Background: an optimization exercise with open tools, aiming at small area, a short achievable clock period and few clock cycles per item. Do not read the settings as production practice.
In this exercise RTL edits were held to simulation tests only and were not proved equivalent to the original.

// bitcoin_hash
module bitcoin_hash (input logic clk, reset_n, start,
                     input logic [15:0] message_addr, output_addr,
                     output logic done, mem_we,
                     output logic [15:0] mem_addr,
                     output logic [31:0] mem_write_data,
                     input logic [31:0] mem_read_data);
  localparam logic [31:0] IV0 = 32'h6a09e667, IV1 = 32'hbb67ae85,
                          IV2 = 32'h3c6ef372, IV3 = 32'ha54ff53a,
                          IV4 = 32'h510e527f, IV5 = 32'h9b05688c,
                          IV6 = 32'h1f83d9ab, IV7 = 32'h5be0cd19;
  localparam logic [31:0] K0  = 32'h428a2f98;
  localparam logic [2047:0] KTAB = {
    32'h428a2f98, 32'h71374491, 32'hb5c0fbcf, 32'he9b5dba5, 32'h3956c25b, 32'h59f111f1, 32'h923f82a4, 32'hab1c5ed5,
    32'hd807aa98, 32'h12835b01, 32'h243185be, 32'h550c7dc3, 32'h72be5d74, 32'h80deb1fe, 32'h9bdc06a7, 32'hc19bf174,
    32'he49b69c1, 32'hefbe4786, 32'h0fc19dc6, 32'h240ca1cc, 32'h2de92c6f, 32'h4a7484aa, 32'h5cb0a9dc, 32'h76f988da,
    32'h983e5152, 32'ha831c66d, 32'hb00327c8, 32'hbf597fc7, 32'hc6e00bf3, 32'hd5a79147, 32'h06ca6351, 32'h14292967,
    32'h27b70a85, 32'h2e1b2138, 32'h4d2c6dfc, 32'h53380d13, 32'h650a7354, 32'h766a0abb, 32'h81c2c92e, 32'h92722c85,
    32'ha2bfe8a1, 32'ha81a664b, 32'hc24b8b70, 32'hc76c51a3, 32'hd192e819, 32'hd6990624, 32'hf40e3585, 32'h106aa070,
  ...
For scale: about 120 I/O pins, roughly 62000 um2 of cells after synthesis.
==> flow/config.mk <==
export PLATFORM = sky130hd
export DESIGN_NAME = bitcoin_hash
export DESIGN_NICKNAME = bitcoin_hash
export VERILOG_FILES = /design/flow/design.v
export SDC_FILE = /design/flow/constraint.sdc
export NUM_CORES = 4
export LEC_CHECK = 0
export ABC_AREA = 1
export CAP_MARGIN = 20
export CORE_MARGIN = 2
export CORE_UTILIZATION = 55
export PLACE_DENSITY = 0.7
export SLEW_MARGIN = 20
==> flow/constraint.sdc <==
create_clock -name core_clock -period 12.0 [get_ports {clk}]
set_input_delay 2.4000 -clock core_clock [delete_from_list [all_inputs] [get_ports {clk}]]
set_output_delay 2.4000 -clock core_clock [all_outputs]
set_load 0.01 [all_outputs]
standard.sh (not shown) runs the stock make flow with config.mk's settings and CLKGATE_MAP_FILE= SYNTH_SCRIPT=/design/flow/synth_recipe.tcl, a recipe that flattens the netlist after the stock synthesis.
==> flow/flow/run.sh <==
#!/bin/bash
# Standard ORFS layout (the standard.sh) with three changes to how it is made:
#  - no full-adder extraction in synthesis (ADDER_MAP_FILE empty): the carry-save
#    adders are left to ABC's gate mapping;
#  - timing repair is asked to overshoot the clock constraint (setup margin 8.4 ns),
#    so the achieved period comes out as short as the repair can make it;
#  - clock tree: sink clusters of up to 30 flip-flops, clkbuf_8 buffers, no dummy loads.
set -euo pipefail
bash standard.sh ADDER_MAP_FILE= SETUP_SLACK_MARGIN=8.4 \
  "CTS_ARGS=-sink_clustering_enable -repair_clock_nets -sink_clustering_size 30 -buf_list sky130_fd_sc_hd__clkbuf_8 -dont_use_dummy_load" \
  finish > flow_make.log 2>&1
The starting point finished with timing, DRC and antenna clean.
Testbench counts at the start, summed over its fixed seeds: cycles 34,640, jobs 16.
Then changed:
==> flow/flow/run.sh (replaced) <==
#!/bin/bash
# Standard ORFS layout (the standard.sh), with the timing repair asked to
# overshoot the clock constraint so the achieved period is as short as it can be.
set -euo pipefail
bash standard.sh SETUP_SLACK_MARGIN=8 finish > flow_make.log 2>&1
- ABC_AREA: 1 -> default
- CORE_UTILIZATION: 55 -> 40
- PLACE_DENSITY: 0.7 -> 0.6
Final area climbs slightly.
Global-route usage drops by 17 points.
Maximum frequency drops by a quarter to a third.
Setup slack gets worse by 1.1 ns.
Final cell count drops by a quarter to a third.
Utilization drops by 13 points.
Non-clock buffer count climbs by 204.
Die area climbs by a quarter to a third.
Clock-buffer cell count drops by 17.

---

Setup of run A:
Starting RTL as in the previous note.
Settings: LEC_CHECK=0, ABC_AREA=1, CAP_MARGIN=20, CORE_MARGIN=2, CORE_UTILIZATION=55, PLACE_DENSITY=0.7, SLEW_MARGIN=20; clock period 12.0 ns.
==> flow/flow/run.sh <==
#!/bin/bash
# Standard ORFS layout (the standard.sh) with two changes to how it is made:
#  - timing repair is asked to overshoot the clock constraint (setup margin 8 ns),
#    so the achieved period comes out as short as the repair can make it;
#  - clock tree: sink clusters of up to 30 flip-flops, clkbuf_8 buffers, no dummy loads.
set -euo pipefail
bash standard.sh SETUP_SLACK_MARGIN=8 \
  "CTS_ARGS=-sink_clustering_enable -repair_clock_nets -sink_clustering_size 30 -buf_list sky130_fd_sc_hd__clkbuf_8 -dont_use_dummy_load" \
  finish > flow_make.log 2>&1
Testbench counts of run A, summed over its fixed seeds: cycles 34,640, jobs 16.
The following lists how run B was set up differently from run A:
# run A
export LEC_CHECK = 0
export ABC_AREA = 1
export CAP_MARGIN = 20
export CORE_MARGIN = 2
export CORE_UTILIZATION = 55
export PLACE_DENSITY = 0.7
export SLEW_MARGIN = 20
create_clock -name core_clock -period 12.0 [get_ports {clk}]
# run B
export LEC_CHECK = 0
export ABC_AREA = 1
export CAP_MARGIN = 20
export CORE_MARGIN = 2
export CORE_UTILIZATION = 40
export CTS_BUF_LIST = sky130_fd_sc_hd__clkbuf_8
export CTS_CLUSTER_SIZE = 30
export PLACE_DENSITY = 0.6
export SLEW_MARGIN = 20
create_clock -name core_clock -period 12.0 [get_ports {clk}]
==> flow/flow/run.sh <==
#!/bin/bash
# Standard ORFS layout (the standard.sh), with the timing repair asked to
# overshoot the clock constraint so the achieved period is as short as it can be.
set -euo pipefail
bash standard.sh SETUP_SLACK_MARGIN=8 finish > flow_make.log 2>&1
[summary]
- Run B went all the way through synthesis, placement and routing and the layout is clean on timing, DRC and antenna.
- For the global-route wire length before repair, run B came in about 2.5% higher than run A did.
- Via count of the first global-routing pass | run B below run A
- From run A to run B the numbers moved as follows: register fraction of the total cell area shrank by 1.2 points, data required time at the worst endpoint grew by 0.11 ns, utilization of the core after routing shrank by 16 points, clock buffer instance count of the final layout grew by 56.
- Comparing run B and run A, the lower worst-path maximum fanout was measured on run B.
The following lists how run C was set up differently from run B:
# run B
export LEC_CHECK = 0
export ABC_AREA = 1
export CAP_MARGIN = 20
export CORE_MARGIN = 2
export CORE_UTILIZATION = 40
export CTS_BUF_LIST = sky130_fd_sc_hd__clkbuf_8
export CTS_CLUSTER_SIZE = 30
export PLACE_DENSITY = 0.6
export SLEW_MARGIN = 20
create_clock -name core_clock -period 12.0 [get_ports {clk}]
# run C
export LEC_CHECK = 0
export ABC_AREA = 1
export CAP_MARGIN = 20
export CORE_MARGIN = 2
export CORE_UTILIZATION = 65
export PLACE_DENSITY = 0.8
export SLEW_MARGIN = 20
create_clock -name core_clock -period 12.0 [get_ports {clk}]
==> flow/flow/run.sh <==
#!/bin/bash
# Standard ORFS layout (the standard.sh) with two changes to how it is made:
#  - timing repair is asked to overshoot the clock constraint (setup margin 8 ns),
#    so the achieved period comes out as short as the repair can make it;
#  - clock tree: sink clusters of up to 30 flip-flops, clkbuf_8 buffers, no dummy loads.
set -euo pipefail
bash standard.sh SETUP_SLACK_MARGIN=8 \
  "CTS_ARGS=-sink_clustering_enable -repair_clock_nets -sink_clustering_size 30 -buf_list sky130_fd_sc_hd__clkbuf_8 -dont_use_dummy_load" \
  finish > flow_make.log 2>&1
Of run B and run C, only run C fails to reach the end of the flow.
Run C did not make it past global routing (5_1_grt), where a tool error ended it.
Post-cts sizing count in run C is 79 below run B.
Re share of the synthesized netlist area taken by xor and xnor gates: no difference whatsoever between run C and run B.
Of run B and run C, the run reporting the lower vertical die dimension was run C.
Looking at x dimension of the die, run C sits below run B.
Placer's final routability congestion estimate: higher on run C
Setup changes, run C to run D
# run C
export LEC_CHECK = 0
export ABC_AREA = 1
export CAP_MARGIN = 20
export CORE_MARGIN = 2
export CORE_UTILIZATION = 65
export PLACE_DENSITY = 0.8
export SLEW_MARGIN = 20
create_clock -name core_clock -period 12.0 [get_ports {clk}]
# run D
export LEC_CHECK = 0
export ABC_AREA = 1
export CAP_MARGIN = 20
export CORE_MARGIN = 2
export CORE_UTILIZATION = 55
export PLACE_DENSITY = 0.7
export SLEW_MARGIN = 20
create_clock -name core_clock -period 12.0 [get_ports {clk}]
--- a/flow/flow/run.sh
+++ b/flow/flow/run.sh
@@ -3 +3 @@
-#  - timing repair is asked to overshoot the clock constraint (setup margin 8 ns),
+#  - timing repair is asked to overshoot the clock constraint (setup margin 7.7 ns),
@@ -7 +7 @@
-bash standard.sh SETUP_SLACK_MARGIN=8 \
+bash standard.sh SETUP_SLACK_MARGIN=7.7 \
[summary]
FAIL: run C; every other run in run D and run C is clean
Diff run C..run D | fraction of synthesized cell area in xor and xnor cells | unchanged
Looking only at floorplan die width, and setting everything else aside, the lower value of run D and run C goes to run C.
Cell total after placement (run D vs. run C) increases by a few percent
Between run D and run C, the compound-cell area share of the yosys netlist figures differ only marginally.
Compared with run C, in run D netlist area before placement saw little to no change, height of the die saw an increase, number of setup buffers added after CTS saw a decrease.
The post-placement cell area was comparable across run D and run C.
Run D reports a lower detailed placer's ending HPWL than run C does.
NOTE routability-driven placement congestion ratio run C->run D decreased slightly
Compare run D and run C | pre-CTS setup slack lower: run C
What run E does differently from run D at the input level:
--- a/flow/flow/run.sh
+++ b/flow/flow/run.sh
@@ -2,2 +2,4 @@
-# Standard ORFS layout (the standard.sh) with two changes to how it is made:
-#  - timing repair is asked to overshoot the clock constraint (setup margin 7.7 ns),
+# Standard ORFS layout (the standard.sh) with three changes to how it is made:
+#  - no full-adder extraction in synthesis (ADDER_MAP_FILE empty): the carry-save
+#    adders are left to ABC's gate mapping;
+#  - timing repair is asked to overshoot the clock constraint (setup margin 8 ns),
@@ -7 +9 @@
-bash standard.sh SETUP_SLACK_MARGIN=7.7 \
+bash standard.sh ADDER_MAP_FILE= SETUP_SLACK_MARGIN=8 \
==> comparison <==
Lower area of the core goes to run D over run E. Changes observed in run E relative to run D: arrival time reported for the critical path endpoint went down, post-route fraction of the period consumed by the critical path went down. Any difference in mux contribution to synthesized area between run D and run E is small enough to ignore. In run E relative to run D, clock-buffer cell count had gone down slightly. Run E vs run D — number of nets at the end of the flow rose 2160. Placed cell area of run E exceeds that of run D by more than 10%. Number of global-route vias before repair: run E and run D compared, lower one is run D. Synthesized area deteriorates in run E relative to run D.

port drivers added, routing unchanged:
In the flow no input, the clock included, has a driving cell. The finished layouts below were timed again as built, in two steps. Step 1: set_driving_cell puts a clkbuf_16 on clk and a buf_2 on each other input, an assumption about the parent block. Step 2, shift: input delay + t, output delay - t, t = (earliest + latest rising clock arrival at the registers) / 2. This alone moves slack from input paths to output paths. Three values: ideal, step 1, step 2; two values: the first two.
run	t, ns	setup slack, ns	clock arrival spread, ns
the first run of note 1	0.936	8.232 / 8.150 / 7.308	0.117 / 0.117
the second run of note 1	0.830	7.084 / 7.084 / 6.970	0.075 / 0.075
run A	0.921	7.752 / 7.752 / 7.233	0.132 / 0.132
run B	1.019	7.682 / 7.682 / 7.131	0.080 / 0.080
run D	0.894	7.621 / 7.621 / 7.059	0.154 / 0.155
run E	0.916	7.998 / 7.971 / 7.119	0.112 / 0.112
After both steps every run listed still meets setup and hold. The setup slack of the first run of note 1, which loses most, moves by -0.082 ns with the drivers and by -0.924 ns with both steps.
